Context: an optimization exercise on an open-source flow, tuned for small area and a short achievable clock period. The choices shown serve that exercise and are no tape-out recipe.
The RTL was checked by simulation tests, not by an equivalence proof against the original design.

$ cat config.mk
export PLATFORM = sky130hd
export DESIGN_NAME = fmul
export DESIGN_NICKNAME = fmul
export VERILOG_FILES = /design/flow/design.v
export SDC_FILE = /design/flow/constraint.sdc
export NUM_CORES = 4
export LEC_CHECK = 0
export ABC_AREA = 1
export CAP_MARGIN = 20
export CORE_MARGIN = 2
export CORE_UTILIZATION = 60
export SLEW_MARGIN = 20
$ cat constraint.sdc
create_clock -name core_clock -period 11.0 [get_ports {clk}]
set_input_delay 2.2000 -clock core_clock [delete_from_list [all_inputs] [get_ports {clk}]]
set_output_delay 2.2000 -clock core_clock [all_outputs]
set_load 0.01 [all_outputs]
$ cat design.v
module fmul
  (
   input         clk,
   input         reset,
   input         req,
   input [31:0]  x,
   input [31:0]  y,
   output [31:0] rslt,
   output [4:0]  flag
   );
   reg [3:0]     st;             
   always @(posedge clk)
     st <= req ? 4'b0001 : {st[2:0], 1'b0};
   wire          xz = (x[30:23] == 8'h00);
   wire          yz = (y[30:23] == 8'h00);
   wire [23:0]   fx = {~xz, x[22:0]};
   wire [23:0]   fy = {~yz, y[22:0]};
   wire          g1 = st[0] & ~req;
   wire          g2 = st[1] & ~req;
   wire [8:0]    grp = g1 ? fx[15:7] : g2 ? fx[23:15] : {fx[7:0], 1'b0};
   reg [3:0]     bneg, bone, btwo;
   reg           xt;             
   integer       k;
   always @(posedge clk) begin
      for (k = 0; k < 4; k = k + 1) begin
         bneg[k] <= grp[2*k+2] & ~(grp[2*k+1] & grp[2*k]);
         bone[k] <= grp[2*k+1] ^ grp[2*k];
         btwo[k] <= (grp[2*k+2] & ~grp[2*k+1] & ~grp[2*k]) | (~grp[2*k+2] & grp[2*k+1] & grp[2*k]);
      end
      xt <= fx[23];
   end
   reg [23:0]    yr;             
   reg [24:0]    hr;             
   reg [23:0]    lr;             
   wire [24:0]   y2 = {yr, 1'b0};
   wire [24:0]   y1 = {1'b0, yr};
   wire [24:0]   pp0 = ((y1 & {25{bone[0]}}) | (y2 & {25{btwo[0]}})) ^ {25{bneg[0]}};
   wire [24:0]   pp1 = ((y1 & {25{bone[1]}}) | (y2 & {25{btwo[1]}})) ^ {25{bneg[1]}};
   wire [24:0]   pp2 = ((y1 & {25{bone[2]}}) | (y2 & {25{btwo[2]}})) ^ {25{bneg[2]}};
   wire [24:0]   pp3 = ((y1 & {25{bone[3]}}) | (y2 & {25{btwo[3]}})) ^ {25{bneg[3]}};
   wire [32:0]   r0 = {7'b1010101, ~bneg[0], pp0};
   wire [32:0]   r1 = {5'h00, ~bneg[1], pp1, 1'b0, bneg[0]};
   wire [32:0]   r2 = {3'h0, ~bneg[2], pp2, 1'b0, bneg[1], 2'b00};
   wire [32:0]   r3 = {1'b0, ~bneg[3], pp3, 1'b0, bneg[2], 4'h0};
   wire [24:0]   hg = hr & {25{~st[0]}};      
   wire [32:0]   rh = {7'h00, ~hg[24], hg[24], hg[23:0]};
   wire [32:0]   rx = {1'b0, yr & {24{xt & st[2]}}, 1'b0, bneg[3], 6'h00};
   function [65:0] csa(input [32:0] a, input [32:0] b, input [32:0] c);
      csa = {a ^ b ^ c, ((a & b) | (a & c) | (b & c)) << 1};
   endfunction
   wire [32:0]   s1, c1, s2, c2, s3, c3, s4, c4;
   assign {s1, c1} = csa(r0, r1, r2);
   assign {s2, c2} = csa(r3, rh, rx);
   assign {s3, c3} = csa(s1, c1, s2);
   assign {s4, c4} = csa(s3, c3, c2);
   wire [32:0]   ap = s4 ^ c4;
   wire [32:0]   ag = s4 & c4;
   reg [32:0]    pg, pp_;
   integer       l, m, j;
   always @(*) begin
      pg = ag; pp_ = ap;
      for (l = 0; l < 6; l = l + 1)
        for (m = 0; m < 33; m = m + 1)
          if ((m >> l) & 1) begin
             j = ((m >> l) << l) - 1;
             pg[m] = pg[m] | (pp_[m] & pg[j]);
             pp_[m] = pp_[m] & pp_[j];
          end
   end
   wire [32:0]   tot = ap ^ {pg[31:0], 1'b0};
   always @(posedge clk) begin
      lr <= {tot[7:0], lr[23:8]};
      hr <= tot[32:8];
   end
   function [4:0] lzc24(input [23:0] v);
      integer i;
      begin
         lzc24 = 5'd24;
         for (i = 0; i < 24; i = i + 1)
           if (v[i]) lzc24 = 5'd23 - i;
      end
   endfunction
   reg [9:0]     er;             
   reg [6:0]     qr;             
   reg           cok, nrmok, flush;
   wire [8:0]    sxy = {1'b0, x[30:23]} + {1'b0, y[30:23]};
   wire [9:0]    sxz = {1'b0, er[8:0]} + {9'h000, ~xt} + {9'h000, ~yr[23]};
   wire [4:0]    lzx = lzc24({1'b0, x[22:0]});
   wire [4:0]    lzy = lzc24({1'b0, y[22:0]});
   wire [4:0]    lz = xz ? lzx : yz ? lzy : 5'd0;
   wire [9:0]    sm = sxz - {5'h00, qr[4:0]};                
   wire [9:0]    e_l1 = sm - 10'd127;                       
   wire          e_ge = ~e_l1[9];                           
   wire [5:0]    shv = e_ge ? 6'd23 - {1'b0, qr[4:0]} : 6'd22 - sxz[5:0];   
   wire [49:0]   v0 = {hr[23:0], lr, 2'b00};
   wire [49:0]   v1 = qr[5] ? {32'h0, v0[49:32]} : v0;
   wire          k1 = qr[5] & (|v0[31:0]);
   wire [41:0]   v2 = qr[4] ? {8'h00, v1[49:16]} : v1[41:0];
   wire          k2 = qr[4] & (|v1[15:0]);
   wire [33:0]   v3 = qr[3] ? v2[41:8] : v2[33:0];
   wire          k3 = qr[3] & (|v2[7:0]);
   wire [29:0]   v4 = qr[2] ? v3[33:4] : v3[29:0];
   wire          k4 = qr[2] & (|v3[3:0]);
   wire [27:0]   v5 = qr[1] ? v4[29:2] : v4[27:0];
   wire          k5 = qr[1] & (|v4[1:0]);
   wire          c = ~(qr[0] ? v5[27] : v5[26]);
   wire          sh = c & cok;
   wire [2:0]    t = {qr[0] & ~sh, qr[0] ^ ~sh, ~qr[0] & sh};    
   wire [25:0]   nw = ({26{t[0]}} & v5[25:0]) | ({26{t[1]}} & v5[26:1]) | ({26{t[2]}} & v5[27:2]);
   wire          stk = k1 | k2 | k3 | k4 | k5 | (~t[0] & v5[0]) | (t[2] & v5[1]);
   wire [22:0]   man = nw[24:2];
   wire          gb = nw[1];
   wire          rb = nw[0];
   wire          rnd = gb & (rb | stk | man[0]);
   wire          inx = gb | rb | stk;
   wire [9:0]    expn = c ? er - 10'd1 : er;     
   wire [7:0]    e8 = nrmok ? expn[7:0] : 8'h00;
   wire          ovf = nrmok & (expn[8:0] >= 9'h0ff);
   wire          xnan = (x[30:23] == 8'hff) & (x[22:0] != 0);
   wire          ynan = (y[30:23] == 8'hff) & (y[22:0] != 0);
   wire          xinf = (x[30:23] == 8'hff) & (x[22:0] == 0);
   wire          yinf = (y[30:23] == 8'hff) & (y[22:0] == 0);
   wire          xsn = xnan & ~x[22];
   wire          ysn = ynan & ~y[22];
   wire          xzero = (x[30:0] == 0);
   wire          yzero = (y[30:0] == 0);
   wire [30:0]   nv = {e8, man};
   wire          all1 = &man;
   wire [30:0]   nr = nv + {30'h0, rnd};
   wire          c23 = rnd & all1;                       
   wire          uf = inx & (e8 == 8'h00) & (~c23 | ~rb);   
   wire          of = c23 & (e8 == 8'hfe);
   reg [31:0]    o_r;
   reg [4:0]     o_f;
   always @(*) begin
      o_r = {x[31] ^ y[31], 31'h0}; o_f = 5'h00;
      if (xnan) begin
         o_r = x | 32'h00400000;
         o_f[4] = xsn | ysn;
      end else if (ynan) begin
         o_r = y | 32'h00400000;
         o_f[4] = ysn;
      end else if ((xinf & yzero) | (yinf & xzero)) begin
         o_r = 32'hffc00000; o_f[4] = 1'b1;
      end else if (xinf | yinf) begin
         o_r[30:0] = 31'h7f800000;
      end else if (xzero | yzero) begin
      end else if (flush) begin
         o_f[1:0] = 2'b11;
      end else if (ovf) begin
         o_r[30:0] = 31'h7f800000; o_f[2] = 1'b1; o_f[0] = 1'b1;
      end else begin
         o_r[30:0] = nr;
         o_f[2:0] = {of, uf, inx};
      end
   end
   always @(posedge clk) begin
      if (req)
        yr <= fy;
      else if (st[3])
        yr <= o_r[23:0];
      if (req)
        er <= {1'b0, sxy};
      else if (st[1])
        er <= sm - 10'd126;
      else if (st[3])
        er <= {2'b00, o_r[31:24]};
      if (st[0])
        qr <= {2'b00, lz};
      else if (st[1])
        qr <= {1'b0, shv};
      else if (st[3])
        qr <= {2'b00, o_f};
      if (st[1]) begin
         cok <= e_ge & (e_l1 != 10'd0);
         nrmok <= e_ge;
         flush <= (sxz[8:0] <= 9'd99);          
      end
   end
   assign rslt = {er[7:0], yr};
   assign flag = qr[4:0];
endmodule
$ cat flow/run.sh
#!/bin/bash
export SETUP_SLACK_MARGIN=${SETUP_SLACK_MARGIN_OVERRIDE:-6}
export BUFFER_PORTS_ARGS="-buffer_cell sky130_fd_sc_hd__buf_1"
bash standard.sh > standard_flow.log 2>&1
$ cat standard.sh
#!/bin/bash
# synth_recipe.tcl (not shown) runs the flow's synth.tcl, then flattens the netlist and writes it again
# the make line also repeats each setting of config.mk as NAME=value (left out here)
make -C /OpenROAD-flow-scripts/flow DESIGN_CONFIG=/design/flow/config.mk WORK_HOME=/design/flow/orfs CLKGATE_MAP_FILE= SYNTH_SCRIPT=/design/flow/synth_recipe.tcl "${@:-finish}"
==> results of run 1 <==
-- per-layer routing --
metal,vias up,part of all wire (%),global-route usage [%]
met1,7632,41,53.12
li1,7606,-,-
met4,0,4.5,17.08
met2,1003,44,60.61
met5,-,0,0
met3,167,11,8.689
-- registers in the layout, indices dropped and copies added (netlist names) --
| register | count |
|---|---|
| bneg | 4 |
| nrmok | 1 |
| hr | 25 |
| yr | 24 |
| btwo | 4 |
| qr | 1 |
| lr | 24 |
| bone | 4 |
| xt | 1 |
| flush | 1 |
| st | 4 |
| cok | 1 |
| flag | 5 |
| er | 9 |
-- Yosys cell counts, types with 41 or more instances --
| cell | count | area (um^2) |
|---|---|---|
| a21oi_1 | 82 | 410.4 |
| clkbuf_1 | 48 | 180.2 |
| dfxtp_1 | 67 | 1341 |
| edfxtp_1 | 41 | 1231 |
| fa_1 | 100 | 2002 |
| ha_1 | 74 | 925.9 |
| inv_1 | 331 | 1242 |
| nand2_1 | 426 | 1599 |
| nand3_1 | 375 | 1877 |
| nor2_1 | 142 | 533.0 |
| o21ai_0 | 56 | 280.3 |
| o22ai_1 | 99 | 619.3 |
| xor2_1 | 140 | 1226 |
-- layout by cell type (no fill, tap or decap), types with 8 or more instances in the layout --
master / n
nand3_2: 12
o21ai_1: 22
nor3_1: 26
nor4_1: 17
o211ai_1: 17
a21oi_1: 79
dfxtp_1: 58
xnor2_1: 26
nand4_1: 21
xor2_1: 139
clkinvlp_4: 23
nand2_1: 425
clkbuf_16: 10
inv_1: 316
ha_1: 72
buf_4: 34
inv_2: 8
clkinv_1: 8
nand2_2: 18
o22ai_1: 98
buf_1: 102
nor2_2: 11
fa_1: 100
o21ai_0: 55
nand3_1: 375
nor2_1: 140
edfxtp_1: 41
-- path summary, 6_finish.rpt --
kind                            cells after the start  endpoint    start
worst max-delay path                                9   flag[4]     y[7]
worst min register to register                      0     lr[0]    lr[8]
worst max register to register                     26     er[0]  flag[3]
worst min-delay path                                0     lr[0]    lr[8]
-- worst max-delay path, delay by kind of cell --
kind / cells / cell delay (ns)
AND/OR/NAND/NOR: 5 / 1.59
AO/OA/AOI/OAI: 2 / 0.56
buffers and inverters: 2 / 0.55
-- cell families (layout without fill, tap and decap cells) --
group	after synthesis	after routing	synth area share [%]
AOI/OAI and AO/OA	304	304	11.45
xor gates and xnor gates	169	169	9.656
adders and majority gates	174	174	18.91
buffers and inverters	452	515	12.05
DFF	108	108	16.61
muxes	1	1	0.06464
other	0	3	0
and+or+nand+nor	1068	1068	31.26
-- area by class of cell --
cell class                      instances  area share, %
Timing Repair Buffer                  142          4.498
Multi-Input combinational cell       1716          66.84
Clock buffer                            9          1.352
Clock inverter                          7         0.5482
Antenna cell                            3        0.04506
Tap cell                              330          2.478
Sequential cell                       108          15.57
Timing Repair inverter                  9         0.4055
Inverter                              348          8.268
-- what timing repair did --
action / in CTS / in global routing
pin swaps: 0 / 1
gates resized for setup: 20 / 54
setup endpoints to repair: 28 / 45
buffers inserted: 11 / 12
cloned: 8 / 2
==> run summary, run 1 <==
post-synthesis sequential area ratio=16.61%; setup ws final=6.229 ns; CTS root buf=clkbuf_16; multi-input logic area=between 0.01 and 0.015 mm^2; clk sinks=108; register area=0.002594 mm^2; starting density of the core=61.32%; Worst Path Arrival=slightly below 5 ns; CP most frequent cell=nor2_1; routed via count=16,408; nature of the critical path startpoint=input port; Mapped Area=0.01548 mm^2; GRT Total Usage=39.30%; max_slew headroom=between 30% and 40%; IO Pins=104; Die H=164.7 um; CP required=11.12 ns; Placed Instances=2,620; Core Util, Final=65.98%; largest net degree at the start of global routing=between 70 and 80; final setup fails=0; Die X-Extent=164.7 um; initial DRC count=between 2,000 and 2,500; Die ar.=0.02711 mm^2; RSZ-0062 raised after global routing=yes; placed cell area=0.01584 mm^2; most used flip-flop cell after synthesis=dfxtp_1; layout cells sized above 1=7.140%; Max Cap Violations=0; Synthesis Warnings=1; H-tree Lvls=3; Cells after Synth=around 2,300; pre-CTS setup slack=5.601 ns; routability cong.=around 1.0; Worst-path clk slew=0.10 ns; Fin Clk Skew=0.02172 ns; Critical Path Slowest Stage Cell=nor4_1; Worst Setup End Kind=register; global route total overflow=0; Cell variety after synth=60; EDFF count, synth=around 40; DR pass1 iterations=7; Design Area, Final=~0.017 mm^2; initial antenna violation count=3; Worst Hold Class=register to register; detailed placement HPWL=40,790 um; number of port buffers=102; global-route wire length before repair=81,430 um; Highest Clock Rate=209.6 MHz; Hold-fix buffers, CTS=0; Clock Latency Late Sink=0.38 ns; via density per instance=between 6 and 7; Clock Path Buffers=2; final worst hold slack=0.3633 ns; Tmin final=about 4.8 ns; Layout area overhead=7.603%; Critical Path, Cell by Cell=buf_1 -> nor4_1 -> nand3_1 -> nand2_1 -> clkinvlp_4 -> a221oi_1 -> nor2_1 -> nor2_1 -> o211ai_1; #FFs+latches synth=~110; CTS tree=yes; final wirelength=54,230 um; worst-margin pin slew=1.000 ns; R2R Setup Slk=between 6 and 7 ns; Num CTS Buffers=9; fillers=2,387; Final Max Slew Viols=0; max incr delay on CP=0.65 ns; Tcrit/Tclk final=roughly 43%; Final TNS setup=0 ns; CP Class=input port to register; CP Max Fanout=19; number of global-route vias before repair=15,127; core box area=0.02525 mm^2; Cell Rows=58; post-route insts no fill=2,672; syn nets=2,517; Post-synth ARST share=0%; outcome=finished clean; drc violations=0; post-route ant nets=0; Syn Area/Cell=6.804 um^2; Hold Fails Final Rpt=0; routed len/inst=20.30 um; nets@finish=2,575
==> inputs of run 2 (changes only) <==
==> flow/run.sh (replaced) <==
#!/bin/bash
export SETUP_SLACK_MARGIN=${SETUP_SLACK_MARGIN_OVERRIDE:-6}
export BUFFER_PORTS_ARGS="-buffer_cell sky130_fd_sc_hd__buf_2"
bash standard.sh > standard_flow.log 2>&1
--- a/config.mk
+++ b/config.mk
@@ -8,5 +8,5 @@
 export ABC_AREA = 1
 export CAP_MARGIN = 20
 export CORE_MARGIN = 2
-export CORE_UTILIZATION = 60
+export CORE_UTILIZATION = 50
 export SLEW_MARGIN = 20
==> run summary, run 2 <==
most common cell after layout, fill and taps aside=nand2_1; H-tree Lvls=3; Clock Latency Late Sink=0.38 ns; Die ar.=0.03239 mm^2; Hold Fails Final Rpt=0; routed len/inst=between 20 and 25 um; post-route ant nets=0; final wirelength=55,570 um; CP required=between 10 and 15 ns; Max Cap Violations=0; #FFs+latches synth=108; Worst Setup End Kind=register; CP Max Fanout=5; Final Max Slew Viols=0; nature of the critical path startpoint=register; Worst-path clk slew=around 0.09 ns; drc violations=0; Highest Clock Rate=between 200 and 250 MHz; Worst Path Arrival=5.13 ns; Biggest register=hr; Worst R2R Start=bone[0]; Mapped Area=0.01548 mm^2; post-route insts no fill=2,732; Area contributors post-synth=fa_1 13%, nand3_1 12%, nand2_1 10%, dfxtp_1 8.7%, inv_1 8.0%; number of port buffers=102; core box area=0.03051 mm^2; biggest regs=hr: 25 flops, lr: 24 flops, yr: 24 flops; Critical Path Slowest Stage Cell=fa_1; DR pass1 iterations=8; Worst Setup SP=bone[0]; CTS tree=yes; Die H=180.0 um; syn nets=2,517; most used flip-flop cell after synthesis=dfxtp_1; Layout area overhead=8.702%; Tmin final=4.838 ns; GRT Total Usage=33.38%; Hold-fix buffers, CTS=0; starting density of the core=50.75%; Synthesis Warnings=1; CTS root buf=clkbuf_16; setup ws final=6.162 ns; post-synth top area cell=fa_1; nets@finish=2,572; Post-synth ARST share=0%; Synth top cells by count=426 x nand2_1, 375 x nand3_1, 331 x inv_1, 142 x nor2_1, 140 x xor2_1; Placed Instances=approximately 2,700; Clock Path Buffers=2; worst r2r path cells=20; clk sinks=108; final setup fails=0; outcome=finished clean; most common cell in the netlist=nand2_1; pre-CTS setup slack=5.300 ns; Cells after Synth=2,276; EDFF count, synth=41; Tcrit/Tclk final=between 40% and 50%; worst-margin pin slew=1.034 ns; hold path depth=0; CP Class=register to register; Syn Area/Cell=6.804 um^2; routed via count=roughly 16,000; Final TNS setup=0 ns; Num CTS Buffers=9; post-synthesis sequential area ratio=16.61%; initial antenna violation count=4; max incr delay on CP=0.55 ns; Worst Hold Class=register to register; detailed placement HPWL=42,570 um; max reg flops=25; Cell variety after synth=60; routability cong.=0.9950; number of global-route vias before repair=14,870; max_slew headroom=a little under a third; most frequent cells in the layout=425 x nand2_1, 375 x nand3_1, 318 x inv_1; global route total overflow=0; via density per instance=between 5 and 6; Die X-Extent=roughly 180 um; IO Pins=104; diode count=0; share of the synthesized area in the top cell type=about an eighth; layout cells sized above 1=11.00%; CP most frequent cell=nor2_1; Cell Rows=64; global-route wire length before repair=about 84,000 um; Critical Path, Cell by Cell=clkinvlp_4 -> o22ai_1 -> xor2_1 -> fa_1 -> inv_1 -> fa_1 -> fa_1 -> ha_1 -> a21o_1 -> a31oi_2 -> o21bai_2 -> a21oi_2 -> o31ai_1 -> buf_4 -> a21oi_2 -> nor2_1 -> nor2_1 -> nor2_1 -> nor2_1 -> xnor2_1; Core Util, Final=55.17%; RSZ-0062 raised after global routing=yes; HP Start=lr[10]; initial DRC count=1,719; largest net degree at the start of global routing=72; Fin Clk Skew=between 0.015 and 0.02 ns
[run 2: per-layer routing]
layer	vias up	GRT usage, %	part of all wire (%)
met5	-	0	0.095
met1	7527	46.20	43
met3	102	5.895	9.1
li1	7613	-	-
met2	765	53.12	45
met4	8	10.41	2.9
[run 2: final timing paths]
path / to / slack [ns]
setup / recovery: hr[21] / 6.16
hold / removal: lr[2] / 0.37
setup reg to reg: hr[21] / 6.16
hold reg to reg: lr[2] / 0.37
[run 2: final cells by class]
cell class,instances,area [um^2]
fillers,3087,13680
multi-input cells,1716,11110
flip-flops and latches,108,2585
inverters,348,1366
repair buffers,142,907.1
well taps,396,495.5
clock buffers,9,225.2
clock inverters,7,95.09
repair inverters,6,45.04
[run 2: logic make-up after synthesis]
group           after synthesis  synth area share [%]
xor+xnor                    169                 9.656
mux                           1               0.06464
fa+ha+maj                   174                 18.91
flops                       108                 16.61
simple gates               1068                 31.26
compound gates              304                 11.45
buf+inv                     452                 12.05
[run 2: repair_timing]
| action | 4_1_cts | 5_1_grt |
|---|---|---|
| cloned | 5 | 2 |
| endpoints found under the setup margin | 37 | 34 |
| resized for setup | 22 | 42 |
| setup buffers | 9 | 12 |
| pin swaps | 0 | 1 |
| hold endpoints to repair | 0 | 0 |
[run 2: metrics by stage]
step           hold slack, ns  area, um^2
6_report               0.3715       16830
5_1_grt                0.3747       16830
4_1_cts                0.3713       16560
3_5_place_dp           0.3588       16070
3_3_place_gp           0.3571       16070
2_1_floorplan          0.3437       15480
[run 2: critical path, delay by kind of cell (launching register included)]
kind	cells	cell delay, ns
buffers and inverters	3	0.43
XOR/XNOR	2	0.26
flip-flops	1	0.45
AND/OR/NAND/NOR	4	0.39
AO/OA/AOI/OAI	7	1.28
adder cells (fa/ha/maj)	4	1.90
==> inputs of run 3 (changes only) <==
==> flow/run.sh (replaced) <==
#!/bin/bash
export SETUP_SLACK_MARGIN=${SETUP_SLACK_MARGIN_OVERRIDE:-6.5}
bash standard.sh > standard_flow.log 2>&1
==> run summary, run 3 <==
final wirelength=59,150 um; Area contributors post-synth=fa_1 13%, nand3_1 12%, nand2_1 10%, dfxtp_1 8.7%, inv_1 8.0%; R2R Setup Slk=6.43 ns; Tmin final=4.570 ns; most common cell in the netlist=nand2_1; Syn Area/Cell=6.804 um^2; layout cells sized above 1=roughly 14%; DR pass1 iterations=7; Worst Hold Class=register to register; share of the synthesized area in the top cell type=12.93%; Clock Path Buffers=2; Synth top cells by count=426 x nand2_1, 375 x nand3_1, 331 x inv_1, 142 x nor2_1, 140 x xor2_1; CP Max Fanout=4; biggest regs=hr: 25 flops, lr: 24 flops, yr: 24 flops; worst-margin pin slew=1.030 ns; Hold-fix buffers, CTS=0; Worst-path clk slew=0.09 ns; global-route wire length before repair=88,310 um; most used flip-flop cell after synthesis=dfxtp_1; max_slew headroom=31.17%; Max Cap Violations=0; max incr delay on CP=0.50 ns; clk sinks=108; pre-CTS setup slack=4.923 ns; Worst Path Arrival=4.89 ns; nets@finish=2,640; largest net degree at the start of global routing=around 70; initial DRC count=1,954; Cells after Synth=2,276; Fin Clk Skew=between 0.02 and 0.025 ns; routability cong.=roughly 0.98; Buf+Inv Stages, Crit Path=7; number of port buffers=roughly 100; Hold Fails Final Rpt=0; Post-synth ARST share=0%; Biggest register=hr; routed via count=16,627; core box area=0.03051 mm^2; starting density of the core=50.75%; Setup crit end=hr[24]; Highest Clock Rate=218.8 MHz; Worst Setup SP=btwo[2]; Num CTS Buffers=9; drc violations=0; Worst R2R Start=btwo[2]; outcome=finished clean; CP top delay family=adder cells; syn nets=2,517; initial antenna violation count=1; global route total overflow=0; Cell Rows=between 60 and 70; final setup fails=0; Critical Path Slowest Stage Cell=fa_1; register area=0.002595 mm^2; Synthesis Warnings=1; post-route ant nets=0; RSZ-0062 raised after global routing=yes; CP Depth=20; multi-input logic area=0.01195 mm^2; r2r endpoint=hr[24]; number of global-route vias before repair=~16,000; post-synth top area cell=fa_1; IO Pins=104; EDFF count, synth=41; #FFs+latches synth=between 100 and 150; routed len/inst=about 21 um; worst r2r path cells=20; Clock Latency Late Sink=0.39 ns; Mapped Area=0.01548 mm^2; Die X-Extent=about 180 um; GRT Total Usage=a little over a third; detailed placement HPWL=43,170 um; setup ws final=6.430 ns; H-tree Lvls=3; final worst hold slack=0.3716 ns; Critical Path, Cell by Cell=clkinvlp_4 -> buf_6 -> buf_4 -> o22ai_2 -> xor2_1 -> fa_1 -> fa_1 -> inv_1 -> fa_1 -> inv_1 -> ha_4 -> nand4_1 -> nor4_4 -> buf_4 -> a21oi_4 -> nor2_4 -> nor2_4 -> buf_4 -> o21ai_2 -> xor2_1; via density per instance=between 5 and 6; most common cell after layout, fill and taps aside=nand2_1; max reg flops=25; fillers=2,834; Die H=180.0 um; diode count=0; CTS root buf=clkbuf_16; Tcrit/Tclk final=41.54%; post-synthesis sequential area ratio=16.61%; CP required=between 10 and 15 ns; Layout area overhead=22.64%; most frequent cells in the layout=420 x nand2_1, 374 x nand3_1, 307 x inv_1; Final TNS setup=0 ns; Final Max Slew Viols=0; CP Class=register to register; Worst Setup End Kind=register; Cell variety after synth=60; CTS tree=yes; nature of the critical path startpoint=register; Die ar.=0.03239 mm^2
[run 3: cell families after synthesis]
logic type | count (synthesis) | share of synthesized area, %
XOR/XNOR | 169 | 9.656
buffers and inverters | 452 | 12.05
AND/OR/NAND/NOR | 1068 | 31.26
multiplexers | 1 | 0.06464
AO/OA/AOI/OAI | 304 | 11.45
flip-flops | 108 | 16.61
adder cells (fa/ha/maj) | 174 | 18.91
[run 3: repair_timing]
action,CTS,global route
resized for setup,144,120
setup buffers,53,31
setup endpoints to repair,63,58
cloned,9,2
pin swaps,52,55
[run 3: worst register-to-register path, delay by kind of cell (launching register included)]
family | cells | cell delay, ns
adder cells (fa/ha/maj) | 4 | 1.75
buffers and inverters | 7 | 0.99
AND/OR/NAND/NOR | 4 | 0.64
flip-flops | 1 | 0.39
XOR/XNOR | 2 | 0.38
AO/OA/AOI/OAI | 3 | 0.36
[run 3: worst min path at each step]
| stage | start | end | slack, ns | cells past startpoint |
|---|---|---|---|---|
| 6_report | lr[10] | lr[2] | 0.37 | 0 |
| 2_1_floorplan | lr[8] | lr[0] | 0.34 | 0 |
| 5_1_grt | lr[15] | lr[7] | 0.39 | 0 |
| 3_3_place_gp | lr[14] | lr[6] | 0.36 | 0 |
| 3_5_place_dp | lr[10] | lr[2] | 0.36 | 0 |
| 4_1_cts | lr[10] | lr[2] | 0.37 | 0 |
[run 3: area by class of cell]
| class | count | area share, % |
|---|---|---|
| clock inverter | 7 | 0.4678 |
| timing repair inverter | 6 | 0.2438 |
| tap | 396 | 2.609 |
| inverter | 348 | 7.531 |
| sequential | 108 | 13.66 |
| clock buffer | 9 | 1.186 |
| multi-input combinational | 1717 | 62.95 |
| timing repair buffer | 209 | 11.35 |
[run 3: metal layers]
| metal | vias to the layer above | share of wire, % | track usage (%) |
|---|---|---|---|
| li1 | 7736 | - | - |
| met1 | 7896 | 42 | 48.28 |
| met2 | 845 | 46 | 55.83 |
| met3 | 148 | 9.3 | 6.037 |
| met4 | 2 | 3.2 | 10.67 |
| met5 | - | 0.029 | 0 |
[run 3: through the flow]
| stage | instance area (um^2) | utilization (%) | cells |
|---|---|---|---|
| detailed placement | 16590 | 54.38 | 2689 |
| CTS | 18140 | 59.47 | 2767 |
| finish | 18990 | 62.25 | 2800 |
| global route | 18990 | 62.25 | 2800 |
| global placement | 16590 | 54.38 | 2689 |
| floorplan | 15490 | - | 2276 |
==> inputs of run 4 (changes only) <==
==> flow/run.sh (replaced) <==
#!/bin/bash
export SETUP_SLACK_MARGIN=${SETUP_SLACK_MARGIN_OVERRIDE:-6.5}
export BUFFER_PORTS_ARGS="-buffer_cell sky130_fd_sc_hd__buf_1"
bash standard.sh > standard_flow.log 2>&1
==> run summary, run 4 <==
Area contributors post-synth=fa_1 13%, nand3_1 12%, nand2_1 10%, dfxtp_1 8.7%, inv_1 8.0%; max reg flops=25; number of global-route vias before repair=15,459; GR Util met3=~6.4%; syn nets=2,517; M2 GR Usage=55.40%; Cell Rows=64; setup ws final=6.482 ns; initial antenna violation count=3; routability cong.=0.9912; max incr delay on CP=0.54 ns; layout cells sized above 1=15.01%; Max Cap Violations=0; CP required=11.30 ns; initial DRC count=1,768; Worst Setup SP=yr[11]; CTS root buf=clkbuf_16; routed len/inst=between 20 and 25 um; most common cell after layout, fill and taps aside=nand2_1; starting density of the core=50.75%; Tcrit/Tclk final=41.08%; drc violations=0; Synth top cells by count=426 x nand2_1, 375 x nand3_1, 331 x inv_1, 142 x nor2_1, 140 x xor2_1; Layout area overhead=18.88%; hold-critical path endpoint=lr[6]; Die H=180.0 um; fillers=about 2,900; final setup fails=0; Critical Path, Cell by Cell=clkinvlp_4 -> buf_6 -> o22ai_2 -> xor2_1 -> fa_1 -> inv_2 -> fa_1 -> inv_2 -> fa_1 -> inv_2 -> ha_4 -> a21oi_2 -> inv_1 -> a21oi_2 -> nor2_1 -> nor2_2 -> o221ai_4 -> a21oi_4 -> buf_6 -> nor2_4 -> a21oi_2 -> xor2_1; Syn Area/Cell=6.804 um^2; Die X-Extent=~180 um; core box area=0.03051 mm^2; global-route wire length before repair=88,780 um; r2r endpoint=hr[18]; post-route ant nets=0; Tmin final=4.518 ns; IO Pins=~100; detailed placement HPWL=42,780 um; post-synth top area cell=fa_1; CP Class=register to register; pre-CTS setup slack=5.219 ns; Clock Latency Late Sink=0.38 ns; Biggest register=hr; CTS tree=yes; nature of the critical path startpoint=register; Hold Fails Final Rpt=0; share of the synthesized area in the top cell type=12.93%; nets@finish=2,648; global route total overflow=0; Mapped Area=0.01548 mm^2; final wirelength=about 59,000 um; gr busiest metal=met2; number of port buffers=102; Clock Path Buffers=2; max_slew headroom=approximately 33%; hold path depth=0; largest net degree at the start of global routing=72; Fin Clk Skew=0.01550 ns; Post-synth ARST share=0%; Final TNS setup=0 ns; #FFs+latches synth=around 110; Die ar.=~0.032 mm^2; most used flip-flop cell after synthesis=dfxtp_1; DR pass1 iterations=7; most frequent cells in the layout=418 x nand2_1, 370 x nand3_1, 301 x inv_1; Cells after Synth=2,276; routed via count=approximately 17,000; Num CTS Buffers=9; Worst R2R Start=yr[11]; via density per instance=5.943; RSZ-0062 raised after global routing=yes; Hold-fix buffers, CTS=0; Final Max Slew Viols=0; Worst Hold Class=register to register; worst-margin pin slew=0.9996 ns; Cell variety after synth=60; most common cell in the netlist=nand2_1; CP Max Fanout=7; Worst-path clk slew=0.08 ns; clk sinks=108; GRT Total Usage=35.06%; Synthesis Warnings=1; worst r2r path cells=22; Critical Path Slowest Stage Cell=fa_1; HP Start=lr[14]; M1 GR Usage=48.74%; outcome=finished clean; biggest regs=hr: 25 flops, lr: 24 flops, yr: 24 flops; R2R Setup Slk=approximately 6.5 ns; post-synthesis sequential area ratio=16.61%; Worst Path Arrival=4.82 ns; Highest Clock Rate=~220 MHz; H-tree Lvls=3; Worst Setup End Kind=register; EDFF count, synth=41
-- run 4: cell counts after synthesis --
No cell type changed its count.
-- run 4: layer usage --
layer / up-vias / routed length, um
met5: - / 11
met4: 2 / 2077
met3: 135 / 5329
met2: 805 / 26450
met1: 7990 / 25160
li1: 7761 / -
-- run 4: repair_timing --
action	4_1_cts	5_1_grt
setup endpoints to repair	63	55
pin swaps	33	63
cloned	10	2
resized for setup	117	144
hold endpoints to repair	0	0
buffers inserted	47	47
-- run 4: cell families (layout without fill, tap and decap cells) --
logic type	count (synthesis)	in the layout	share of synthesized area, %
xor+xnor	169	169	9.656
simple gates	1068	1068	31.26
other cells	0	1	0
fa+ha+maj	174	174	18.91
buf+inv	452	588	12.05
flops	108	108	16.61
mux	1	1	0.06464
compound gates	304	304	11.45
-- run 4: area by class of cell --
cell class	instances	area, um^2	share of cell area (%)
clock inverter	7	68.82	0.3738
clock buffer	9	225.2	1.223
inverter	348	1413	7.673
multi-input combinational	1716	11940	64.85
sequential	108	2606	14.16
timing repair buffer	217	1608	8.734
antenna	1	2.502	0.01359
tap	396	495.5	2.691
timing repair inverter	7	52.55	0.2855
-- run 4: worst max-delay path: cells and delay by family (launching register included) --
kind,cells,cell delay (ns)
flip-flops,1,0.47
buffers and inverters,7,0.80
AND/OR/NAND/NOR,3,0.27
AO/OA/AOI/OAI,6,0.85
adder cells (fa/ha/maj),4,1.77
XOR/XNOR,2,0.27
-- run 4: stage by stage --
step | std cells | hold WS [ns] | utilization (%) | area, um^2
after detailed placement | 2686 | 0.3619 | 52.22 | 15930
after global routing | 2808 | 0.3854 | 60.33 | 18410
after CTS | 2759 | 0.3745 | 56.55 | 17250
final | 2809 | 0.3778 | 60.34 | 18410
after floorplan | 2276 | 0.3437 | - | 15490
after global placement | 2686 | 0.3570 | 52.22 | 15930
-- run 4: worst max-delay path by stage --
| stage | endpoint | slack (ns) |
|---|---|---|
| after floorplan | hr[24] | 6.52 |
| after global placement | flag[4] | 5.27 |
| after detailed placement | flag[4] | 5.22 |
| after CTS | hr[21] | 6.45 |
| after global routing | hr[8] | 6.29 |
| final | hr[18] | 6.48 |
==> inputs of run 5 (changes only) <==
==> flow/run.sh (replaced) <==
#!/bin/bash
export SETUP_SLACK_MARGIN=${SETUP_SLACK_MARGIN_OVERRIDE:-5.75}
export BUFFER_PORTS_ARGS="-buffer_cell sky130_fd_sc_hd__buf_1"
bash standard.sh > standard_flow.log 2>&1
==> run summary, run 5 <==
outcome=finished clean; Cell Rows=between 60 and 70; H-tree Lvls=3; Layout area overhead=6.658%; layout cells sized above 1=under 10%; DR pass1 iterations=6; Worst Hold Class=register to register; number of port buffers=102; Worst Path Arrival=5.22 ns; CP Class=register to register; most common cell after layout, fill and taps aside=nand2_1; Die X-Extent=between 150 and 200 um; Clock Latency Late Sink=between 0.3 and 0.4 ns; Cell variety after synth=60; R2R Setup Slk=~6.1 ns; Worst R2R Start=xt; Post-synth ARST share=0%; max_slew headroom=33.28%; final wirelength=54,910 um; Critical Path, Cell by Cell=nand2_1 -> clkinvlp_4 -> nand2_1 -> fa_1 -> inv_1 -> fa_1 -> inv_1 -> fa_1 -> inv_1 -> ha_1 -> a21oi_1 -> inv_1 -> a21oi_1 -> nor2_1 -> nor2_1 -> o221ai_1 -> a21oi_2 -> nor2_1 -> nor2_1 -> nor2_1 -> nor2_1 -> xnor2_1; starting density of the core=50.75%; share of the synthesized area in the top cell type=12.93%; Tmin final=about 4.9 ns; Buf+Inv Stages, Crit Path=5; post-synthesis sequential area ratio=16.61%; most used flip-flop cell after synthesis=dfxtp_1; Synthesis Warnings=1; final worst hold slack=between 0.3 and 0.4 ns; initial antenna violation count=3; Critical Path Slowest Stage Cell=fa_1; Die ar.=0.03239 mm^2; worst r2r path cells=22; GRT Total Usage=33.04%; EDFF count, synth=about 40; RSZ-0062 raised after global routing=no; Area contributors post-synth=fa_1 13%, nand3_1 12%, nand2_1 10%, dfxtp_1 8.7%, inv_1 8.0%; Highest Clock Rate=203.4 MHz; Fin Clk Skew=between 0.01 and 0.015 ns; Final Max Slew Viols=0; Hold Fails Final Rpt=0; via density per instance=5.844; nature of the critical path startpoint=register; initial DRC count=~1,800; routed via count=15,924; core box area=0.03051 mm^2; biggest regs=hr: 25 flops, lr: 24 flops, yr: 24 flops; Die H=roughly 180 um; max reg flops=25; global-route wire length before repair=83,990 um; worst-margin pin slew=0.9983 ns; CP required=11.30 ns; Clock Path Buffers=2; Synth top cells by count=426 x nand2_1, 375 x nand3_1, 331 x inv_1, 142 x nor2_1, 140 x xor2_1; CP Max Fanout=17; largest net degree at the start of global routing=about 70; CTS root buf=clkbuf_16; Hold-fix buffers, CTS=0; hold-critical path endpoint=lr[6]; max incr delay on CP=0.55 ns; routability cong.=slightly below 1; Final TNS setup=0 ns; final setup fails=0; clk sinks=108; routed len/inst=20.15 um; Cells after Synth=2,276; CP most frequent cell=nor2_1; Mapped Area=0.01548 mm^2; CTS tree=yes; Biggest register=hr; post-synth top area cell=fa_1; syn nets=about 2,500; Max Cap Violations=0; #FFs+latches synth=108; Num CTS Buffers=9; most frequent cells in the layout=426 x nand2_1, 375 x nand3_1, 322 x inv_1; Tcrit/Tclk final=44.70%; hold path depth=0; nets@finish=roughly 2,600; number of global-route vias before repair=14,886; Worst-path clk slew=0.09 ns; r2r endpoint=hr[21]; IO Pins=roughly 100; Syn Area/Cell=6.804 um^2; most common cell in the netlist=nand2_1; global route total overflow=0; drc violations=0; Worst Setup End Kind=register; CP top delay family=adder cells; post-route ant nets=0; HP Start=lr[14]; detailed placement HPWL=42,890 um
[run 5: cell types whose count changed in the layout (fill, tap and decap cells not counted), moves of 14 or more]
cell / delta
buf_4: -54
o22ai_1: +22
inv_1: +21
a21oi_1: +15
o22ai_2: -15
buf_12: -14
ha_1: +14
ha_4: -14
nor2_1: +14
[run 5: per-layer routing]
| layer | vias to the layer above | track usage (%) | wire length (um) |
|---|---|---|---|
| met3 | 108 | 4.335 | 4305 |
| met4 | 4 | 11.02 | 1925 |
| li1 | 7583 | - | - |
| met1 | 7500 | 46.78 | 24270 |
| met2 | 729 | 52.12 | 24370 |
| met5 | - | 0 | 26 |
[run 5: final cells by class]
cell class | instances | area (um^2)
repair inverters | 6 | 45.04
fillers | 3170 | 13990
well taps | 396 | 495.5
inverters | 348 | 1346
clock buffers | 9 | 225.2
clock inverters | 7 | 97.59
repair buffers | 133 | 646.9
diodes | 2 | 5.005
flip-flops and latches | 108 | 2579
multi-input cells | 1716 | 11080
[run 5: worst max-delay path by stage]
stage / endpoint / startpoint / cells after the start
final: hr[21] / xt / 22
after global routing: hr[24] / bneg[0] / 19
after CTS: hr[21] / bneg[2] / 20
after detailed placement: er[7] / x[0] / 11
after global placement: er[7] / x[6] / 9
after floorplan: hr[24] / bneg[3] / 22
[run 5: cell families (layout without fill, tap and decap cells)]
logic type	count (synthesis)	after routing	synth area share [%]
AOI/OAI and AO/OA	304	304	11.45
xor gates and xnor gates	169	169	9.656
adders and majority gates	174	174	18.91
buffers and inverters	452	503	12.05
DFF	108	108	16.61
muxes	1	1	0.06464
other	0	2	0
and+or+nand+nor	1068	1068	31.26
[run 5: stage by stage]
step	worst slack (ns)	utilization [%]	std cells	cell area, um^2
floorplan	6.390	-	2276	15480
global placement	5.306	52.25	2688	15940
detailed placement	5.322	52.25	2688	15940
CTS	5.758	53.50	2710	16320
global route	5.780	54.12	2723	16510
finish	6.083	54.13	2725	16520
[run 5: repair_timing]
action                                  CTS  global route
cloned                                    2             4
gates resized for setup                   6            32
buffers inserted                          4             9
endpoints found under the setup margin   13            32
[run 5: worst register-to-register path, delay by kind of cell, from the launching register on]
family / cells / cell delay [ns]
simple gates: 8 / 1.06
compound gates: 4 / 0.77
flops: 1 / 0.39
buf+inv: 5 / 0.63
fa+ha+maj: 4 / 1.86
xor+xnor: 1 / 0.12
==> inputs of run 6 (changes only) <==
==> flow/run.sh (replaced) <==
#!/bin/bash
export SETUP_SLACK_MARGIN=${SETUP_SLACK_MARGIN_OVERRIDE:-6.25}
export BUFFER_PORTS_ARGS="-buffer_cell sky130_fd_sc_hd__buf_1"
bash standard.sh > standard_flow.log 2>&1
==> run summary, run 6 <==
Num CTS Buffers=9; CTS tree=yes; number of port buffers=102; Synthesis Warnings=1; Core Util, Final=56.27%; Area contributors post-synth=fa_1 13%, nand3_1 12%, nand2_1 10%, dfxtp_1 8.7%, inv_1 8.0%; Max Cap Violations=0; most common cell after layout, fill and taps aside=nand2_1; share of the synthesized area in the top cell type=12.93%; gr busiest metal=met2; Design Area, Final=0.01717 mm^2; M2 GR Usage=a little over half; Worst R2R Start=bneg[0]; IO Pins=104; initial DRC count=1,936; post-route ant nets=0; Worst Setup End Kind=register; hold-critical path endpoint=lr[6]; nets@finish=between 2,000 and 3,000; Worst Path Arrival=between 4 and 5 ns; R2R Setup Slk=6.40 ns; Final Max Slew Viols=0; Final TNS setup=0 ns; outcome=finished clean; DR pass1 iterations=6; post-synthesis sequential area ratio=between 15 and 20%; most frequent cells in the layout=424 x nand2_1, 374 x nand3_1, 313 x inv_1; RSZ-0062 raised after global routing=no; routed via count=about 16,000; Fin Clk Skew=0.01314 ns; post-synth top area cell=fa_1; Worst-path clk slew=0.09 ns; core box area=0.03051 mm^2; largest net degree at the start of global routing=72; worst-margin pin slew=1.018 ns; initial antenna violation count=3; drc violations=0; Cells after Synth=2,276; Hold-fix buffers, CTS=0; final wirelength=56,720 um; global route total overflow=0; Tmin final=4.601 ns; GR Util met3=5.004%; Clock Latency Late Sink=0.38 ns; most used flip-flop cell after synthesis=dfxtp_1; Worst Hold Class=register to register; Clock Path Buffers=2; clk sinks=about 110; Die ar.=0.03239 mm^2; biggest regs=hr: 25 flops, lr: 24 flops, yr: 24 flops; layout cells sized above 1=just under 9%; fillers=3,106; HP Start=lr[14]; EDFF count, synth=41; max incr delay on CP=between 0.5 and 0.6 ns; CP required=11.26 ns; number of global-route vias before repair=15,047; Syn Area/Cell=a little under 7 um^2; max reg flops=25; most common cell in the netlist=nand2_1; worst r2r path cells=17; #FFs+latches synth=between 100 and 150; final setup fails=0; Mapped Area=0.01548 mm^2; syn nets=2,517; Die H=180.0 um; Cell variety after synth=60; Highest Clock Rate=217.4 MHz; CTS root buf=clkbuf_16; Die X-Extent=180.0 um; H-tree Lvls=3; Cell Rows=64; nature of the critical path startpoint=register; CP Class=register to register; M1 GR Usage=48.36%; placed cell area=0.01594 mm^2; CP Max Fanout=12; Critical Path, Cell by Cell=buf_12 -> clkinvlp_4 -> xor2_1 -> fa_1 -> inv_1 -> fa_1 -> fa_1 -> ha_4 -> a21o_1 -> a31oi_4 -> o21bai_2 -> a21oi_2 -> o31ai_1 -> buf_4 -> inv_1 -> fa_1 -> xnor2_1; routed len/inst=20.60 um; via density per instance=about 5.9; CP most frequent cell=fa_1; Tcrit/Tclk final=41.82%; hold path depth=0; max_slew headroom=32.00%; routability cong.=approximately 0.99; detailed placement HPWL=42,890 um; Critical Path Slowest Stage Cell=fa_1; Biggest register=hr; starting density of the core=about half; Hold Fails Final Rpt=0; GRT Total Usage=about a third; global-route wire length before repair=around 86,000 um; Post-synth ARST share=0%; Synth top cells by count=426 x nand2_1, 375 x nand3_1, 331 x inv_1, 142 x nor2_1, 140 x xor2_1; r2r endpoint=hr[9]; Layout area overhead=10.88%
## run 6: kinds of logic after synthesis
group	share of synthesized area [%]
and+or+nand+nor	31.26
buffers and inverters	12.05
AOI/OAI and AO/OA	11.45
adders and majority gates	18.91
xor gates and xnor gates	9.656
DFF	16.61
muxes	0.06464
## run 6: how the worst max path moves through the flow
stage	startpoint	endpoint	slack [ns]
floorplan	bneg[3]	hr[24]	6.39
global placement	x[6]	er[7]	5.31
detailed placement	x[0]	er[7]	5.32
CTS	bone[1]	hr[21]	6.23
global route	btwo[2]	hr[21]	6.19
finish	bneg[0]	hr[9]	6.40
## run 6: per-stage QoR
step / cells / hold WS, ns / setup WS [ns]
after detailed placement: 2688 / 0.3570 / 5.322
after floorplan: 2276 / 0.3437 / 6.390
final: 2754 / 0.3702 / 6.399
after global routing: 2752 / 0.3744 / 6.188
after CTS: 2726 / 0.3688 / 6.226
after global placement: 2688 / 0.3588 / 5.306
## run 6: layout make-up
| cell class | count | area (um^2) | share of cell area, % |
|---|---|---|---|
| multi-input combinational | 1716 | 11300 | 65.79 |
| clock inverter | 7 | 97.59 | 0.5684 |
| antenna | 2 | 5.005 | 0.02915 |
| timing repair inverter | 6 | 45.04 | 0.2624 |
| timing repair buffer | 162 | 1005 | 5.852 |
| inverter | 348 | 1400 | 8.155 |
| sequential | 108 | 2600 | 15.14 |
| tap | 396 | 495.5 | 2.886 |
| clock buffer | 9 | 225.2 | 1.312 |
## run 6: repair_timing
action / 4_1_cts / 5_1_grt
setup endpoints to repair: 59 / 48
pin swaps: 1 / 23
gates resized for setup: 52 / 67
cloned: 8 / 1
buffers inserted: 14 / 25
hold endpoints to repair: 0 / 0
## run 6: routing by layer
metal  vias up  share of wire [%]
met3       110                8.5
met4         4                3.3
li1       7650                  -
met5         -              0.046
met2       742                 44
met1      7716                 44
## run 6: critical path: cells and delay by family, from the launching register on
family,cells,cell delay (ns)
AO/OA/AOI/OAI,5,0.69
XOR/XNOR,2,0.35
adder cells (fa/ha/maj),5,2.34
buffers and inverters,5,0.72
flip-flops,1,0.39
==> inputs of run 7 (changes only) <==
--- a/config.mk
+++ b/config.mk
@@ -5,7 +5,6 @@
 export SDC_FILE = /design/flow/constraint.sdc
 export NUM_CORES = 4
 export LEC_CHECK = 0
-export ABC_AREA = 1
 export CAP_MARGIN = 20
 export CORE_MARGIN = 2
 export CORE_UTILIZATION = 50
==> run summary, run 7 <==
syn nets=2,144; largest net degree at the start of global routing=51; DR pass1 iterations=6; Worst Hold Class=register to register; hold-critical path endpoint=lr[2]; drc violations=0; Cell variety after synth=103; Hold Fails Final Rpt=0; Worst R2R Start=bneg[1]; #FFs+latches synth=between 100 and 150; max_slew headroom=42.39%; post-synth top area cell=fa_1; Die H=183.9 um; GRT Total Usage=33.94%; RSZ-0062 raised after global routing=yes; Worst Setup End Kind=register; Syn Area/Cell=8.508 um^2; biggest regs=hr: 25 flops, lr: 24 flops, yr: 24 flops; most common cell in the netlist=inv_1; Synthesis Warnings=1; Clock Path Buffers=2; starting density of the core=51.05%; final wirelength=58,830 um; worst r2r path cells=18; CP required=11.27 ns; Worst-path clk slew=~0.080 ns; initial DRC count=1,712; routed len/inst=between 20 and 25 um; Core Util, Final=~60%; Worst Path Arrival=approximately 5.0 ns; post-route ant nets=0; detailed placement HPWL=41,440 um; post-route insts no fill=2,411; Post-synth ARST share=0%; Num CTS Buffers=9; worst-margin pin slew=just under 0.9 ns; routed via count=15,900; Die ar.=0.03384 mm^2; Mapped Area=between 0.015 and 0.02 mm^2; diode count=0; core box area=0.03172 mm^2; number of port buffers=102; outcome=finished clean; CTS tree=yes; Layout area overhead=16.34%; Area contributors post-synth=fa_1 12%, dfxtp_1 8.3%, xnor2_1 7.8%, edfxtp_1 7.6%, a22oi_1 5.9%; Cell Rows=65; Fin Clk Skew=around 0.015 ns; nature of the critical path startpoint=register; hold path depth=0; Tcrit/Tclk final=42.74%; Placed Instances=2,294; global route total overflow=0; r2r endpoint=hr[23]; Highest Clock Rate=212.7 MHz; layout cells sized above 1=17.87%; routability cong.=about 0.96; R2R Setup Slk=6.30 ns; global-route wire length before repair=88,280 um; CTS root buf=clkbuf_16; final setup fails=0; Final TNS setup=0 ns; clk sinks=108; Tmin final=4.701 ns; Synth top cells by count=162 x inv_1, 144 x xnor2_1, 127 x a22oi_1, 123 x nand2_1, 122 x nor2_1; nets@finish=2,245; final worst hold slack=roughly 0.37 ns; H-tree Lvls=3; post-synthesis sequential area ratio=15.89%; max reg flops=25; Final Max Slew Viols=0; Die X-Extent=183.9 um; IO Pins=104; share of the synthesized area in the top cell type=12.36%; EDFF count, synth=between 40 and 50; Biggest register=hr; via density per instance=6.595; number of global-route vias before repair=14,865; CP Class=register to register; Clock Latency Late Sink=roughly 0.38 ns; Max Cap Violations=0; HP Start=lr[10]; most common cell after layout, fill and taps aside=inv_1; most frequent cells in the layout=156 x inv_1, 138 x xnor2_1, 122 x nand2_1; most used flip-flop cell after synthesis=dfxtp_1; Cells after Synth=1,903; CP Max Fanout=12; initial antenna violation count=0
run 7: cell count changes after synthesis, sizes merged, moves of 25 or more:
cell	change
nor2	-32
a21oi	-25
mux2i	+56
a22oi	+125
nor2b	+42
nand2	-320
mux2	+31
inv	-172
nand3	-351
xnor2	+116
xor2	-114
nand2b	+45
o22ai	-77
run 7: worst max-delay path by stage:
| stage | from | endpoint | slack [ns] | cells past startpoint |
|---|---|---|---|---|
| finish | bneg[1] | hr[23] | 6.30 | 18 |
| global route | yr[11] | hr[23] | 6.06 | 20 |
| CTS | flag[3] | er[1] | 6.22 | 18 |
| detailed placement | flag[3] | er[1] | 4.60 | 17 |
| global placement | flag[4] | er[1] | 4.56 | 17 |
| floorplan | yr[23] | flag[0] | 6.24 | 17 |
run 7: cell families (layout without fill, tap and decap cells):
group	Yosys count	count (layout)	share of synthesized area, %
adders and majority gates	175	175	18.15
xor gates and xnor gates	171	171	9.297
buffers and inverters	305	411	8.354
muxes	109	109	8.601
and+or+nand+nor	558	558	18.21
DFF	108	108	15.89
AOI/OAI and AO/OA	477	477	21.51
run 7: repair_timing:
action / 4_1_cts / 5_1_grt
gates cloned: 5 / 3
endpoints found under the setup margin: 62 / 44
pin swaps: 14 / 43
gates resized for setup: 89 / 113
setup buffers: 54 / 38
hold buffers: 0 / 0
run 7: layout make-up:
class	instances	area [um^2]
Clock inverter	5	52.55
Multi-Input combinational cell	1490	12990
Clock buffer	11	254.0
Inverter	167	643.1
Timing Repair Buffer	228	1803
Sequential cell	108	2592
Fill cell	2854	12880
Tap cell	402	503.0
run 7: per-layer routing:
metal / global-route usage [%] / wire, um
met1: 47.48 / 24740
met2: 53.45 / 26550
met3: 5.329 / 5560
met4: 11.39 / 1985
met5: 0 / 0
run 7: worst max-delay path, stage by stage, from the launching register on:
cell        delay (ns)
dfxtp_2           0.42
buf_12            0.20
clkinvlp_4        0.13
xnor2_1           0.16
fa_1              0.52
inv_1             0.08
fa_1              0.53
fa_1              0.51
ha_1              0.34
nand4_1           0.14
a21boi_2          0.21
o31ai_2           0.08
buf_4             0.16
a211oi_4          0.25
nor2_4            0.10
a311oi_4          0.38
o21a_1            0.20
nor2_1            0.05
xnor2_1           0.12
run 7: metrics by stage:
step | area, um^2 | setup slack, ns
CTS | 17900 | 6.216
global route | 18840 | 6.058
finish | 18840 | 6.299
global placement | 16550 | 4.558
detailed placement | 16550 | 4.601
floorplan | 16200 | 6.242
==> inputs of run 8 (changes only) <==
--- a/config.mk
+++ b/config.mk
@@ -5,7 +5,8 @@
 export SDC_FILE = /design/flow/constraint.sdc
 export NUM_CORES = 4
 export LEC_CHECK = 0
+export ABC_AREA = 1
 export CAP_MARGIN = 20
 export CORE_MARGIN = 2
-export CORE_UTILIZATION = 50
+export CORE_UTILIZATION = 45
 export SLEW_MARGIN = 20
==> run summary, run 8 <==
fillers=~3,400; Biggest register=hr; worst-margin pin slew=0.9889 ns; largest net degree at the start of global routing=72; Buf+Inv Stages, Crit Path=2; multi-input logic area=0.01125 mm^2; Cell Rows=between 60 and 70; max_slew headroom=between 30 and 40%; post-route ant nets=0; Worst Path Arrival=4.74 ns; routed len/inst=20.06 um; number of global-route vias before repair=15,353; Critical Path Slowest Stage Cell=nor4_1; nature of the critical path startpoint=input port; CP Class=input port to register; Tcrit/Tclk final=about 42%; Final Max Slew Viols=0; EDFF count, synth=approximately 40; Compound-Gate Fraction of Synth Area=11.45%; CTS root buf=clkbuf_16; Final TNS setup=0 ns; most common cell in the netlist=nand2_1; Tmin final=approximately 4.6 ns; Area contributors post-synth=fa_1 13%, nand3_1 12%, nand2_1 10%, dfxtp_1 8.7%, inv_1 8.0%; Synthesis Warnings=1; Cells after Synth=2,276; Core Util, Final=51.03%; max reg flops=25; CTS tree=yes; Num CTS Buffers=9; Die X-Extent=roughly 190 um; Post-synth ARST share=0%; Synth top cells by count=426 x nand2_1, 375 x nand3_1, 331 x inv_1, 142 x nor2_1, 140 x xor2_1; Die ar.=between 0.03 and 0.04 mm^2; #FFs+latches synth=108; initial DRC count=2,048; via density per instance=between 5 and 6; Synth Area in Simple Gates=31.26%; area share of fa/ha/maj cells after synthesis=a little under a fifth; core box area=0.03370 mm^2; drc violations=0; Critical Path, Cell by Cell=buf_1 -> nor4_1 -> nand4_1 -> nand2_2 -> inv_4 -> a221oi_1 -> nor2_1 -> nor2_1 -> o211ai_1; global-route wire length before repair=86,600 um; Mapped Area=0.01548 mm^2; Syn Area/Cell=roughly 7 um^2; biggest regs=hr: 25 flops, lr: 24 flops, yr: 24 flops; post-synth top area cell=fa_1; Worst Setup End Kind=register; final worst hold slack=between 0.3 and 0.4 ns; largest family of logic cells by synthesized area=simple AND/OR/NAND/NOR gates; IO Pins=around 100; most common cell after layout, fill and taps aside=nand2_1; routed via count=16,231; initial antenna violation count=5; Synth Area in XOR/XNOR=9.656%; GRT Total Usage=31.10%; Hold Fails Final Rpt=0; number of port buffers=roughly 100; register area=0.002594 mm^2; H-tree Lvls=3; most frequent cells in the layout=424 x nand2_1, 375 x nand3_1, 313 x inv_1; clk sinks=108; Worst-path clk slew=approximately 0.09 ns; detailed placement HPWL=42,880 um; CP Max Fanout=27; final wirelength=56,250 um; Cell variety after synth=60; syn nets=roughly 2,500; most used flip-flop cell after synthesis=dfxtp_1; Layout area overhead=11.06%; DR pass1 iterations=9; max incr delay on CP=0.61 ns; Worst Hold Class=register to register; CP most frequent cell=nor2_1; Fin Clk Skew=around 0.022 ns; RSZ-0062 raised after global routing=no; Clock Path Buffers=2; share of the synthesized area in the top cell type=12.93%; layout cells sized above 1=8.585%; Max Cap Violations=0; mux contribution to synthesized area=0.06464%; nets@finish=2,589; Die H=189.5 um; CP required=11.12 ns; Highest Clock Rate=approximately 220 MHz; CP top delay family=simple AND/OR/NAND/NOR gates; starting density of the core=45.95%; Clock Latency Late Sink=0.39 ns; global route total overflow=0; outcome=finished clean; routability cong.=0.9541; post-synthesis sequential area ratio=roughly 17%; final setup fails=0
==> run 8: final cells by class <==
class	count	share of cell area, %
flip-flops and latches	108	15.08
diodes	3	0.04365
well taps	448	3.259
clock inverters	6	0.4220
repair buffers	162	6.009
repair inverters	3	0.1310
multi-input cells	1716	65.41
clock buffers	10	1.455
inverters	348	8.185
==> run 8: repair_timing <==
item | 4_1_cts | 5_1_grt
gates resized for setup | 46 | 73
setup endpoints to repair | 59 | 45
pin swaps | 1 | 10
hold buffers | 0 | 0
gates cloned | 5 | 2
setup buffers | 11 | 25
==> run 8: worst paths after layout <==
path | start | slack, ns | endpoint | cells past startpoint
min | lr[12] | 0.37 | lr[4] | 0
max reg2reg | bneg[0] | 6.46 | hr[21] | 20
min reg2reg | lr[12] | 0.37 | lr[4] | 0
max | x[6] | 6.38 | flag[4] | 9
==> run 8: cells by family after synthesis <==
logic type | after synthesis
buffers and inverters | 452
AND/OR/NAND/NOR | 1068
multiplexers | 1
adder cells (fa/ha/maj) | 174
AO/OA/AOI/OAI | 304
flip-flops | 108
XOR/XNOR | 169
==> run 8: worst register-to-register path: stages (launching register included) <==
cell	delay, ns
dfxtp_2	0.39
buf_12	0.18
clkinvlp_4	0.16
xor2_1	0.21
fa_1	0.56
inv_1	0.06
fa_1	0.57
fa_1	0.46
ha_4	0.28
a21o_1	0.16
a31oi_2	0.21
o21bai_2	0.11
a21oi_2	0.19
o31ai_2	0.08
buf_4	0.18
a21oi_4	0.14
nor2_2	0.07
nor2_2	0.11
nor2_1	0.06
nor2_1	0.14
xnor2_1	0.15
==> run 8: routing by layer <==
layer / vias up / track usage [%] / share of wire (%) / wire [um]
li1: 7646 / - / - / -
met1: 7685 / 43.88 / 45 / 25070
met2: 787 / 48.51 / 44 / 24540
met3: 109 / 5.524 / 8.6 / 4829
met4: 4 / 9.332 / 3.2 / 1788
met5: - / 0 / 0.048 / 27
==> run 8: stage by stage <==
stage | std cells | area [um^2] | setup slack (ns)
global placement | 2742 | 16020 | 5.133
global route | 2803 | 17200 | 6.217
detailed placement | 2742 | 16020 | 5.085
finish | 2804 | 17200 | 6.379
floorplan | 2276 | 15480 | 6.390
CTS | 2774 | 16660 | 6.199
==> inputs of run 9 (changes only) <==
--- a/config.mk
+++ b/config.mk
@@ -8,5 +8,6 @@
 export ABC_AREA = 1
 export CAP_MARGIN = 20
 export CORE_MARGIN = 2
-export CORE_UTILIZATION = 45
+export CORE_UTILIZATION = 50
+export GPL_ROUTABILITY_DRIVEN = 0
 export SLEW_MARGIN = 20
==> run summary, run 9 <==
outcome=finished clean; RSZ-0062 raised after global routing=no; Synth Area in XOR/XNOR=around 9.7%; clk sinks=108; area share of fa/ha/maj cells after synthesis=18.91%; Clock Path Buffers=2; biggest regs=hr: 25 flops, lr: 24 flops, yr: 24 flops; Cells after Synth=2,276; post-route insts no fill=2,762; detailed placement HPWL=42,170 um; Worst Path Arrival=between 4 and 5 ns; Worst Hold Class=register to register; hold path depth=0; nets@finish=2,602; max incr delay on CP=0.55 ns; CP most frequent cell=nor2_2; post-synth top area cell=fa_1; nature of the critical path startpoint=register; Post-synth ARST share=0%; CP Class=register to register; Tmin final=4.636 ns; most common cell after layout, fill and taps aside=nand2_1; Die ar.=0.03239 mm^2; final setup fails=0; Die X-Extent=between 150 and 200 um; number of port buffers=102; Final TNS setup=0 ns; most common cell in the netlist=nand2_1; global route total overflow=0; initial antenna violation count=3; worst r2r path cells=19; Hold-fix buffers, CTS=0; CP Max Fanout=6; Die H=180.0 um; Tcrit/Tclk final=between 40 and 50%; Cell Rows=64; Placed Instances=between 2,000 and 3,000; Hold Fails Final Rpt=0; post-synthesis sequential area ratio=16.61%; Critical Path, Cell by Cell=clkinvlp_4 -> buf_6 -> o22ai_2 -> xor2_1 -> fa_1 -> fa_1 -> inv_1 -> fa_1 -> inv_1 -> ha_4 -> nand4_1 -> o31ai_2 -> buf_4 -> a21oi_4 -> nor2_2 -> nor2_2 -> nor2_2 -> nor2_2 -> xnor2_1; Synth top cells by count=426 x nand2_1, 375 x nand3_1, 331 x inv_1, 142 x nor2_1, 140 x xor2_1; routed via count=16,256; Buf+Inv Stages, Crit Path=5; Num CTS Buffers=9; Mapped Area=0.01548 mm^2; H-tree Lvls=3; post-route ant nets=0; Worst Setup End Kind=register; drc violations=0; most used flip-flop cell after synthesis=dfxtp_1; CP top delay family=adder cells; Synth Area in Simple Gates=a little under a third; max_slew headroom=35.31%; Layout area overhead=11.47%; DR pass1 iterations=8; CTS root buf=clkbuf_16; core box area=0.03051 mm^2; layout cells sized above 1=a little under a tenth; Final Max Slew Viols=0; Max Cap Violations=0; Clock Latency Late Sink=0.38 ns; fillers=3,085; Critical Path Slowest Stage Cell=fa_1; Compound-Gate Fraction of Synth Area=11.45%; starting density of the core=50.75%; EDFF count, synth=41; Highest Clock Rate=215.7 MHz; largest net degree at the start of global routing=72; routed len/inst=20.19 um
run 9: cell families (layout without fill, tap and decap cells):
group | count (synthesis) | count (layout)
compound gates | 304 | 304
simple gates | 1068 | 1068
xor+xnor | 169 | 169
flops | 108 | 108
fa+ha+maj | 174 | 174
mux | 1 | 1
buf+inv | 452 | 542
run 9: area by class of cell:
cell class	instances	area (um^2)	share of cell area, %
clock buffers	10	229.0	1.327
clock inverters	6	82.58	0.4784
inverters	348	1390	8.054
multi-input cells	1716	11310	65.53
flip-flops and latches	108	2597	15.05
well taps	396	495.5	2.871
repair buffers	173	1117	6.473
repair inverters	5	37.54	0.2175
run 9: metal layers:
layer | global-route usage, % | part of all wire [%]
met1 | 47.86 | 43
met4 | 11.51 | 3.9
met2 | 52.38 | 44
met5 | 0 | 0.061
met3 | 6.341 | 9.0
run 9: what timing repair did:
action / in CTS / in global routing
setup endpoints to repair: 57 / 47
cloned: 8 / 0
endpoints found under the hold margin: 0 / 0
pin swaps: 1 / 18
gates resized for setup: 56 / 66
setup buffers: 21 / 29
run 9: worst paths after layout:
path           start      to  slack, ns
min           lr[14]   lr[6]       0.37
min reg2reg   lr[14]   lr[6]       0.37
max reg2reg  bone[0]  hr[21]       6.36
max          bone[0]  hr[21]       6.36
run 9: worst register-to-register path, stage by stage (launching register included):
cell and delay [ns]:
dfxtp_4 0.41, clkinvlp_4 0.18, buf_6 0.18, o22ai_2 0.21, xor2_1 0.23, fa_1 0.49
fa_1 0.55, inv_1 0.05, fa_1 0.53, inv_1 0.06, ha_4 0.29, nand4_1 0.16
o31ai_2 0.30, buf_4 0.23, a21oi_4 0.08, nor2_2 0.18, nor2_2 0.07, nor2_2 0.11
nor2_2 0.06, xnor2_1 0.17
run 9: per-stage QoR:
stage | hold slack [ns] | util (%) | setup WS (ns) | area [um^2]
6_report | 0.3697 | 56.57 | 6.364 | 17260
5_1_grt | 0.3794 | 56.57 | 6.212 | 17260
3_5_place_dp | 0.3579 | 52.25 | 5.299 | 15940
4_1_cts | 0.3681 | 54.74 | 6.214 | 16700
3_3_place_gp | 0.3564 | 52.25 | 5.322 | 15940
2_1_floorplan | 0.3437 | - | 6.390 | 15480

==> what the ideal ports hide <==
How much do the figures lean on ideal ports? The routed layouts below were timed once more, with nothing changed but the port constraints.
Step 1 assumes that a clkbuf_16 drives the clock port and a buf_2 every other input.
Step 2 also shifts input and output timing later by t, the mid clock arrival at the registers, as if the neighbouring blocks saw the same clock.
Slacks: no drivers / after step 1 / after step 2; pairs: no drivers / after step 1.
run | shift t [ns] | slack for setup (ns) | hold slack, ns | pins driven straight from the clock port
run 1 | 0.419 | 6.229 / 6.219 / 5.800 | 0.363 / 0.363 / 0.363 | 1
run 2 | 0.423 | 6.162 / 6.162 / 5.939 | 0.372 / 0.372 / 0.372 | 1
run 3 | 0.426 | 6.430 / 6.430 / 6.123 | 0.372 / 0.372 / 0.372 | 1
run 4 | 0.421 | 6.482 / 6.482 / 6.288 | 0.378 / 0.378 / 0.378 | 1
run 5 | 0.417 | 6.083 / 6.083 / 5.689 | 0.370 / 0.370 / 0.370 | 1
run 6 | 0.420 | 6.399 / 6.399 / 6.181 | 0.370 / 0.370 / 0.370 | 1
run 7 | 0.425 | 6.299 / 6.299 / 6.132 | 0.372 / 0.372 / 0.372 | 1
run 8 | 0.433 | 6.379 / 6.412 / 5.979 | 0.367 / 0.367 / 0.367 | 1
run 9 | 0.421 | 6.364 / 6.364 / 6.101 | 0.370 / 0.370 / 0.370 | 1
After both steps every run listed still meets setup and hold. For run 1, which loses most, drivers alone change the setup slack by -0.010 ns; drivers and shift together by -0.429 ns.
